Source: an optimization exercise on an open RTL-to-GDS flow (aim: small area). Production flows keep margins and buffers that such runs may drop. Function was checked by simulation only, so behaviour that the tests miss may differ from the original. The flow treats the clock pin as an ideal source. Dropping or thinning the clock tree relies on that and would not hold on a real chip.

## onyx
Design filt_ppd, start of the top module:
module filt_ppd (
  input  wire               i_rst_an,    
  input  wire               i_ena,       
  input  wire               i_clk,       
  input  wire signed [5:0]  i_data,      
  output wire signed [27:0] o_data,      
  output wire               o_sclk       
);
For scale: ~760 cells after synthesis.
clock: 25.0 ns
lec_check: 0
cap_margin: 20
core_margin: 2
core_utilization: 40
slew_margin: 20
synth_hierarchical: 1
synth_minimum_keep_size: 0
standard.sh (not shown) runs the stock make flow with config.mk's settings and CLKGATE_MAP_FILE= SYNTH_SCRIPT=/design/flow/synth_recipe.tcl, a recipe that flattens the netlist after the stock synthesis.
==> flow/flow/run.sh <==
#!/bin/bash
# Own layout flow: the standard synthesis, then an area re-mapping of the
# combinational logic between the registers and adder cells (registers, full
# and half adders are kept as they are, with their names; adder cells with an
# unused output become the plain gate they reduce to), then the standard
# layout with smaller port buffers, a clock tree with fewer and smaller
# buffers where the clock slew allows, and smaller cells where slew, load and
# timing keep a margin.
# Each tool's full output goes to a log file of its own in this folder.
set -euo pipefail
W=$(pwd)
export PLATFORM_LIB=$FLOW_HOME/platforms/$FLOW_PLATFORM/lib/sky130_fd_sc_hd__tt_025C_1v80.lib
R=$W/orfs/results/$FLOW_PLATFORM/filt_ppd/base
L=$W/orfs/logs/$FLOW_PLATFORM/filt_ppd/base

# 1. standard synthesis
bash standard.sh synth > $W/log_1_synth.log 2>&1

# 2. re-map the combinational logic for area
cp $R/1_2_yosys.v $W/synth_standard.v
DONT_USE=$(grep -o -- '-dont_use [^ ]*' $L/1_2_yosys.log | sort -u | tr '\n' ' ')
python3 $W/flow/prep.py $W/synth_standard.v $W/synth_prep.v > $W/log_2_prep.log 2>&1
export REOPT_IN=$W/synth_prep.v
export REOPT_OUT=$W/synth_reopt.v
export REOPT_DONT_USE="$DONT_USE"
export REOPT_SCRIPT=$W/flow/abc_area.script
yosys -c $W/flow/reopt.tcl > $W/log_2_reopt.log 2>&1
cp $W/synth_reopt.v $R/1_2_yosys.v
rm -f $R/1_synth.odb $R/1_synth.sdc

# 3. layout up to the clock tree
ARGS=("BUFFER_PORTS_ARGS=-buffer_cell sky130_fd_sc_hd__buf_1"
      "CTS_ARGS=-sink_clustering_enable -repair_clock_nets -dont_use_dummy_load -buf_list sky130_fd_sc_hd__clkbuf_8 -sink_clustering_size 30 -sink_clustering_max_diameter 150")
bash standard.sh "${ARGS[@]}" cts > $W/log_3_layout_cts.log 2>&1

# 4. a clock tree with fewer buffers (the clock port drives 4 leaf buffers), if
#    the clock slew at the flip-flops stays low; then smaller leaf buffers where
#    the clock pins they drive keep a low slew
RESULTS=$R CLK_SLEW_LIMIT=0.112 CLK_LEAVES=4 CLK_PORT=i_clk CLK_LEAF_CELL=sky130_fd_sc_hd__clkbuf_8 CLK_BIG_CELL=sky130_fd_sc_hd__clkbuf_16 \
  openroad -no_init -exit $W/flow/clk_tree.tcl > $W/log_4_clk_tree.log 2>&1
RESULTS=$R CLK_SLEW_LIMIT=0.095 openroad -no_init -exit $W/flow/clk_resize.tcl > $W/log_4_clk_resize.log 2>&1
# smaller logic cells and repair buffers where slew, capacitance and timing keep a margin
RESULTS=$R DS_MARGIN=0.2 openroad -no_init -exit $W/flow/downsize.tcl > $W/log_4_downsize.log 2>&1

# 5. rest of the layout
bash standard.sh "${ARGS[@]}" finish > $W/log_5_layout.log 2>&1
==> flow/flow/abc_area.script <==
strash
&get -n
&deepsyn -T 30
&put
dch -f
amap
topo
==> flow/flow/clk_tree.tcl <==
set r $::env(RESULTS)
read_db $r/4_cts.odb
read_liberty $::env(PLATFORM_LIB)
read_sdc $r/4_cts.sdc
source $::env(FLOW_HOME)/platforms/$::env(FLOW_PLATFORM)/setRC.tcl
set_propagated_clock [all_clocks]
set limit $::env(CLK_SLEW_LIMIT)
set nleaf $::env(CLK_LEAVES)
set db [ord::get_db]
set block [ord::get_db_block]

proc max_clk_slew {} {
  set mx 0
  foreach p [get_pins -hierarchical */CLK*] { set s [get_property $p slew_max]; if {$s > $mx} { set mx $s } }
  return $mx
}
proc center {inst} {
  set b [$inst getBBox]
  return [list [expr {([$b xMin] + [$b xMax]) / 2}] [expr {([$b yMin] + [$b yMax]) / 2}]]
}

estimate_parasitics -placement
proc tree_area {} {
  set a 0.0
  foreach i [[ord::get_db_block] getInsts] {
    if {[string match "clkbuf_*" [$i getName]]} {
      set m [$i getMaster]
      set a [expr {$a + [$m getWidth] * [$m getHeight] / 1e6}]
    }
  }
  return $a
}
set cts_area [tree_area]
puts "clk_tree: CTS tree: [llength [get_cells clkbuf_*]] buffers, [format %.2f $cts_area] um2, max clock slew [format %.3f [max_clk_slew]]"

set clk [$block findNet $::env(CLK_PORT)]
# the root: buffers driven by the clock port; leaves: buffers driven by the root
set roots {}
foreach it [$clk getITerms] {
  if {[string match "clkbuf_*" [[$it getInst] getName]]} { lappend roots [$it getInst] }
}
if {[llength $roots] != 1} { puts "clk_tree: unexpected tree, kept"; write_db $r/4_cts.odb; exit }
set root [lindex $roots 0]
set rnet [[$root findITerm X] getNet]
set leaves {}
foreach it [$rnet getITerms] {
  if {[$it isInputSignal] || [$it getMTerm] != "" } {
    set i [$it getInst]
    if {$i != $root && [string match "clkbuf_*" [$i getName]]} { lappend leaves $i }
  }
}
puts "clk_tree: root [$root getName], [llength $leaves] leaves"
if {[llength $leaves] <= $nleaf} { puts "clk_tree: nothing to merge, kept"; write_db $r/4_cts.odb; exit }

# greedy merge of the closest pair of groups until nleaf groups remain
set groups {}
foreach l $leaves { lappend groups [list $l] }
proc gcenter {g} {
  set x 0; set y 0
  foreach i $g { lassign [center $i] a b; set x [expr {$x + $a}]; set y [expr {$y + $b}] }
  return [list [expr {$x / [llength $g]}] [expr {$y / [llength $g]}]]
}
while {[llength $groups] > $nleaf} {
  set best ""; set bd 1e18
  for {set i 0} {$i < [llength $groups]} {incr i} {
    for {set j [expr {$i + 1}]} {$j < [llength $groups]} {incr j} {
      lassign [gcenter [lindex $groups $i]] x1 y1
      lassign [gcenter [lindex $groups $j]] x2 y2
      set d [expr {abs($x1 - $x2) + abs($y1 - $y2)}]
      if {$d < $bd} { set bd $d; set best [list $i $j] }
    }
  }
  lassign $best i j
  set merged [concat [lindex $groups $i] [lindex $groups $j]]
  set groups [lreplace $groups $j $j]
  set groups [lreplace $groups $i $i $merged]
}

set master [$db findMaster $::env(CLK_LEAF_CELL)]
foreach g $groups {
  set keep [lindex $g 0]
  set knet [[$keep findITerm X] getNet]
  foreach other [lrange $g 1 end] {
    set onet [[$other findITerm X] getNet]
    foreach it [$onet getITerms] {
      if {[$it getInst] != $other} { $it disconnect; $it connect $knet }
    }
    [$other findITerm A] disconnect
    [$other findITerm X] disconnect
    odb::dbInst_destroy $other
    odb::dbNet_destroy $onet
  }
  $keep swapMaster $master
  # move the kept buffer to the middle of its flip-flops
  set x 0; set y 0; set n 0
  foreach it [$knet getITerms] {
    if {[$it getInst] != $keep} { lassign [center [$it getInst]] a b; set x [expr {$x + $a}]; set y [expr {$y + $b}]; incr n }
  }
  $keep setLocation [expr {$x / $n}] [expr {$y / $n}]
  [$keep findITerm A] disconnect
  [$keep findITerm A] connect $clk
}
[$root findITerm A] disconnect
[$root findITerm X] disconnect
odb::dbInst_destroy $root
odb::dbNet_destroy $rnet

proc leaf_slew {inst} {
  set mx 0
  foreach it [[[$inst findITerm X] getNet] getITerms] {
    if {[$it getInst] == $inst} { continue }
    set p [get_pins [[$it getInst] getName]/[[$it getMTerm] getName]]
    set s [get_property $p slew_max]
    if {$s > $mx} { set mx $s }
  }
  return $mx
}

set big [$db findMaster $::env(CLK_BIG_CELL)]
detailed_placement
estimate_parasitics -placement
while {1} {
  set s [max_clk_slew]
  set a [tree_area]
  puts "clk_tree: rebuilt tree: [llength [get_cells clkbuf_*]] buffers, [format %.2f $a] um2, max clock slew [format %.3f $s]"
  if {$a >= $cts_area} { puts "clk_tree: no smaller than the CTS tree, CTS tree kept"; exit }
  if {$s <= $limit} { break }
  # upsize the leaf with the worst slew
  set worst ""; set ws 0
  foreach g $groups {
    set l [lindex $g 0]
    if {[[$l getMaster] getName] == [$big getName]} { continue }
    set ls [leaf_slew $l]
    if {$ls > $ws} { set ws $ls; set worst $l }
  }
  if {$worst == ""} { puts "clk_tree: slew over [format %.3f $limit], CTS tree kept"; exit }
  $worst swapMaster $big
  detailed_placement
  estimate_parasitics -placement
}
check_placement
write_db $r/4_cts.odb
puts "clk_tree: written"
Other scripts of this flow, unchanged in this note and not shown: flow/flow/clk_resize.tcl, flow/flow/downsize.tcl, flow/flow/prep.py, flow/flow/reopt.tcl
Looking at the reports, onyx completed the entire flow and the layout it produced met the timing, DRC and antenna checks.
Changes in fjord relative to onyx:
-- flow/flow/abc_area.script --
<<< onyx, line 1
strash
>>> fjord, line 1
strash
&get -n
&deepsyn -T 30
&put
dch -f
amap
strash
-- flow/flow/clk_tree.tcl --
<<< onyx, line 1
set r $::env(RESULTS)
>>> fjord, line 1
# Rebuild the clock tree with fewer buffers: the clock port drives up to
# CLK_LEAVES leaf buffers directly (no root buffer), each driving the
# flip-flops of the nearest CTS leaves merged into it. The leaf with the worst
# clock slew is upsized until the slew at the flip-flops is under the limit;
# the CTS tree is kept if that does not give a smaller tree.
set r $::env(RESULTS)
--- outcome ---
Going from onyx to fjord, post-route clock period utilization shrinks by 1.3 points.
Setup slack: fjord more than onyx
Per the comparison of fjord with onyx, count of plain and timing-repair buffers shows an increase of 2.1%; height of the die stayed essentially flat.
In fjord, the fraction of layout cells with a size suffix above 1 came out 0.23 points below the value in onyx.
Re number of well-tap cells placed: no difference whatsoever between onyx and fjord.
The following lists how willow was set up differently from fjord:
==> flow/flow/abc_area.script <==
strash
&get -n
&deepsyn -T 30
&put
dch -f
amap
topo
Results
willow against fjord: area growth from synthesis to layout went up; total of plain and repair buffers excluding clock buffers -2.0%; share of the clock period used by the worst path climbed 1.3 points.

[static timing again, ports no longer ideal]
In the flow no input, the clock included, has a driving cell. The finished layouts below were timed again as built, in two steps. Step 1 (the two cells are an assumption about what drives the block):
set clk [get_ports {i_clk}]
set_driving_cell -lib_cell sky130_fd_sc_hd__clkbuf_16 $clk
set_driving_cell -lib_cell sky130_fd_sc_hd__buf_2 [delete_from_list [all_inputs] $clk]
Step 2 also shifts input and output timing later by t, the mid clock arrival at the registers, as if the neighbouring blocks saw the same clock. a / b / c = ideal ports / drivers / drivers and shift; a / b = the first two.
run | shift t [ns] | slack for setup (ns) | clock arrival spread, ns
onyx | 0.235 | 8.450 / 8.509 / 8.274 | 0.020 / 0.020
fjord | 0.229 | 8.773 / 8.828 / 8.599 | 0.022 / 0.023
willow | 0.235 | 8.450 / 8.509 / 8.274 | 0.020 / 0.020
After both steps every run listed still meets setup and hold.
